This design comes from an exercise in tuning for small area and a short achievable clock period on the open sky130 flow, not from production work. At most, simulation tests tie the RTL to the original design; equivalence was not proved.

the baseline:
==> flow/design.v (excerpt) <==
module cpu_cpu(clk, reset, code, out);
    input clk, reset;
    input  [255:0] code;
    output reg [7:0] out;
    reg [7:0] pc;
    reg [7:0] regs [0:7];
    reg [1:0] cmp_state;
    wire [15:0] inst;
    cpu_decoder decoder(.code(code), .pc(pc), .inst(inst));
    wire [4:0] op    = inst[4:0];
    wire [2:0] ra    = inst[7:5];
    wire [2:0] rb    = inst[10:8];
    wire [7:0] imm_i = inst[15:8];
    wire [7:0] imm_j = inst[12:5];
    wire [7:0] ra_oh = 8'b1 << ra;
    wire [7:0] rb_oh = 8'b1 << rb;
    wire [63:0] rflat = {regs[7], regs[6], regs[5], regs[4],
                         regs[3], regs[2], regs[1], regs[0]};
    wire [7:0] a, b;
    cpu_rdport rda(.regs(rflat), .sel(ra_oh), .q(a));
    cpu_rdport rdb(.regs(rflat), .sel(rb_oh), .q(b));
    wire en_b, inv, cin, wr, is_out, is_sub;
    wire [5:0] s_res;
    wire [2:0] s_pc;
    wire [7:0] seq;
    cpu_ctrl ctrl(.op(op), .reset(reset), .cmp_state(cmp_state), .pc(pc),
                  .en_b(en_b), .inv(inv), .cin(cin), .s_res(s_res), .wr(wr),
                  .s_pc(s_pc), .is_out(is_out), .is_sub(is_sub), .seq(seq));
    wire [7:0] sum, g, p, prod, quo, res, pc_next;
    wire lt, eq;
    cpu_adder adder(.a(a), .b(b), .en_b(en_b), .inv(inv), .cin(cin), .sum(sum), .g(g), .p(p));
    cpu_cmp cmp(.a(a), .d(sum), .b(b), .same(ra == rb), .lt(lt), .eq(eq));
    cpu_mul mul(.a(a), .b(b), .p(prod));
    cpu_div div(.a(a), .b(b), .quo(quo));
    genvar j;
    generate
        for (j = 0; j < 8; j = j + 1) begin : g_res
            cpu_sel6 ur(.d({sum[j], p[j], g[j], imm_i[j], quo[j], prod[j]}), .s(s_res), .y(res[j]));
            cpu_sel3 up(.d({seq[j], imm_j[j], a[j]}), .s(s_pc), .y(pc_next[j]));
        end
    endgenerate
    integer k;
    always @(posedge clk) begin
        pc <= pc_next;
        if (!reset) begin
            for (k = 0; k < 8; k = k + 1)
                if (wr && ra_oh[k])
                    regs[k] <= res;
            if (is_sub)
                cmp_state <= lt ? 2'd0 : eq ? 2'd1 : 2'd2;
            if (is_out)
                out <= a;
        end
    end
endmodule
For scale: ~1,200 cells after synthesis, ~82 flip-flops, about 270 I/O pins.
clock: 22.0 ns
lec_check: 0
cap_margin: 20
core_margin: 2
core_utilization: 60
cts_buf_list: sky130_fd_sc_hd__clkbuf_8
slew_margin: 20
synth_hierarchical: 1
synth_minimum_keep_size: 0
standard.sh (not shown) runs the stock make flow with config.mk's settings and CLKGATE_MAP_FILE= SYNTH_SCRIPT=/design/flow/synth_recipe.tcl, a recipe that flattens the netlist after the stock synthesis.
==> flow/flow/run.sh <==
#!/bin/bash
# Standard layout, with the smallest buffer on the ports and timing repair
# aiming 8.5 ns past the clock period.
set -euo pipefail
bash standard.sh "BUFFER_PORTS_ARGS=-buffer_cell sky130_fd_sc_hd__buf_1" SETUP_SLACK_MARGIN=8.5 finish > make_finish.log 2>&1
Inputs modified between the baseline and the candidate:
- CORE_UTILIZATION changed from 60 to 50
Results
The candidate: met1 track utilization from global routing lower than the baseline. Diff the candidate..the baseline | H-tree depth | unchanged. Every run (the baseline and the candidate) finished clean. Between the baseline and the candidate, share of the clock period used by the worst path is higher for the baseline, the candidate comes in under that. Re register-to-register slack: the candidate is 0.15 ns up on the baseline. Sort the baseline and the candidate by slack of the critical path, ascending, and the baseline comes first. Summary: with the baseline as the reference, sum of routed wire segments on met1 in the candidate moved up by more than 10%. Taking the baseline over the candidate, the number of filler instances in the final layout ratio works out to 0.69. In terms of boundary pin count, the candidate and the baseline differ only marginally. Routed wire in the candidate totals more than in the baseline. Cell area after technology mapping came out exactly the same in the baseline and the candidate.

---

Setup of old:
cpu_cpu, a different RTL version from the one above (not shown whole).
Size in the first run: roughly 1,200 cells after synthesis, ~82 flip-flops, ~270 I/O pins.
export LEC_CHECK = 0
export CAP_MARGIN = 20
export CORE_MARGIN = 2
export CORE_UTILIZATION = 70
export SLEW_MARGIN = 20
export SYNTH_HIERARCHICAL = 1
export SYNTH_MINIMUM_KEEP_SIZE = 0
create_clock -name core_clock -period 22.0 [get_ports {clk}]
run.sh (not shown) runs the stock make flow with config.mk's settings and CLKGATE_MAP_FILE= SYNTH_SCRIPT=/design/flow/synth_recipe.tcl, a recipe that flattens the netlist after the stock synthesis.
Stock flow here: none of the scripts above is used.
Status(old) = ERROR, stage = global placement
--- input diff old..new ---
- CELL_PAD_IN_SITES_DETAIL_PLACEMENT: unset -> 0
- PLACE_DENSITY: unset -> 0.85
- CORE_UTILIZATION: 70 -> 75
- CELL_PAD_IN_SITES_GLOBAL_PLACEMENT: unset -> 0
Notes after the runs:
No final results exist for old, since it was stopped by error GPL-0301 during global placement. new failed in global placement with GPL-0301. Standard-cell row count delta for new relative to old: 4.4% lower. Synthesized cell area came out exactly the same in old and new. The number of flops mapped to enable cells by yosys was comparable across old and new.
No run of this note included a check of the RTL's function; only the layout flow was run.

---

Setup of wip/pepper:
RTL: one of the versions met above, not the one the previous note started from.
Size: about 82 flip-flops, about 270 I/O pins, roughly 11000 um2 of cells after synthesis.
==> flow/design.v (excerpt) <==
module cpu_cpu(clk, reset, code, out);
    input clk, reset;
    input  [255:0] code;
    output reg [7:0] out;
    reg [7:0] pc;
    reg [7:0] regs [0:7];
    reg [1:0] cmp_state;
    wire [15:0] inst;
    cpu_decoder decoder(.code(code), .pc(pc), .inst(inst));
    wire [4:0] op    = inst[4:0];
    wire [2:0] ra    = inst[7:5];
    wire [2:0] rb    = inst[10:8];
    wire [7:0] imm_i = inst[15:8];
    wire [7:0] imm_j = inst[12:5];
    wire [7:0] ra_oh = 8'b1 << ra;
    wire [7:0] rb_oh = 8'b1 << rb;
    wire [63:0] rflat = {regs[7], regs[6], regs[5], regs[4],
                         regs[3], regs[2], regs[1], regs[0]};
    wire [7:0] a, b;
    cpu_rdport rda(.regs(rflat), .sel(ra_oh), .q(a));
    cpu_rdport rdb(.regs(rflat), .sel(rb_oh), .q(b));
    wire en_b, inv, cin, wr, is_out, is_sub;
    wire [5:0] s_res;
    wire [2:0] s_pc;
    wire [7:0] seq;
    cpu_ctrl ctrl(.op(op), .reset(reset), .cmp_state(cmp_state), .pc(pc),
                  .en_b(en_b), .inv(inv), .cin(cin), .s_res(s_res), .wr(wr),
                  .s_pc(s_pc), .is_out(is_out), .is_sub(is_sub), .seq(seq));
    wire [7:0] sum, g, p, prod, quo, res, pc_next;
    wire lt, eq;
  ...
Settings: LEC_CHECK=0, CAP_MARGIN=20, CORE_MARGIN=2, CORE_UTILIZATION=50, CTS_BUF_LIST=sky130_fd_sc_hd__clkbuf_8, SLEW_MARGIN=20, SYNTH_HIERARCHICAL=1, SYNTH_MINIMUM_KEEP_SIZE=0; clock period 22.0 ns.
standard.sh (not shown) runs the stock make flow with config.mk's settings and CLKGATE_MAP_FILE= SYNTH_SCRIPT=/design/flow/synth_recipe.tcl, a recipe that flattens the netlist after the stock synthesis.
==> flow/flow/run.sh <==
#!/bin/bash
# Standard layout, with the smallest buffer on the ports and timing repair
# aiming 9 ns past the clock period.
set -euo pipefail
bash standard.sh "BUFFER_PORTS_ARGS=-buffer_cell sky130_fd_sc_hd__buf_1" SETUP_SLACK_MARGIN=9 finish > make_finish.log 2>&1
Changes in wip/juniper relative to wip/pepper:
==> flow/flow/run.sh <==
#!/bin/bash
# Standard layout, with the smallest buffer on the ports and timing repair
# aiming 8 ns past the clock period.
set -euo pipefail
bash standard.sh "BUFFER_PORTS_ARGS=-buffer_cell sky130_fd_sc_hd__buf_1" SETUP_SLACK_MARGIN=8 finish > make_finish.log 2>&1
wip/juniper ended with every stage complete and zero timing, DRC or antenna violations. wip/pepper reports its worst setup path endpoint as regs[2][0] while wip/juniper reports regs[1][0]. Measured against each other, wip/juniper and wip/pepper differ in relative slew slack, the lower figure coming from wip/juniper.
## Diff of input files: wip/amber against wip/juniper
==> flow/flow/run.sh <==
#!/bin/bash
# Standard layout, with the smallest buffer on the ports and timing repair
# aiming 10 ns past the clock period.
set -euo pipefail
bash standard.sh "BUFFER_PORTS_ARGS=-buffer_cell sky130_fd_sc_hd__buf_1" SETUP_SLACK_MARGIN=10 finish > make_finish.log 2>&1
Findings:
Changes observed in wip/amber relative to wip/juniper: sequential share of layout area has decreased; via count has increased; sum of negative setup slack has remained practically unchanged.

==> re-timing with driven ports <==
The results above use ideal ports. As a check the final layouts listed here were re-extracted and re-timed, cells and wires unchanged.
Step 1 (the two cells are an assumption about what drives the block):
set clk [get_ports {clk}]
set_driving_cell -lib_cell sky130_fd_sc_hd__clkbuf_16 $clk
set_driving_cell -lib_cell sky130_fd_sc_hd__buf_2 [delete_from_list [all_inputs] $clk]
Step 2 moves the port delays by t, midway between the first and last clock arrival at a register: inputs arrive t later, outputs are due t later. That takes back most of the time a late clock gives input paths.
Three values: ideal, step 1, step 2; two values: the first two.
run	t (ns)	setup slack, ns	worst register clock-pin slew, ns
the baseline	0.394	8.736 / 8.748 / 8.354	0.10 / 0.10
the candidate	0.399	8.879 / 8.883 / 8.484	0.10 / 0.10
wip/pepper	0.404	9.249 / 9.254 / 8.850	0.11 / 0.11
wip/juniper	0.391	8.573 / 8.587 / 8.196	0.10 / 0.10
wip/amber	0.396	9.287 / 9.299 / 8.903	0.10 / 0.10
After both steps setup and hold are still met in every run listed. The setup slack of wip/pepper, which loses most, moves by +0.005 ns with the drivers and by -0.399 ns with both steps.
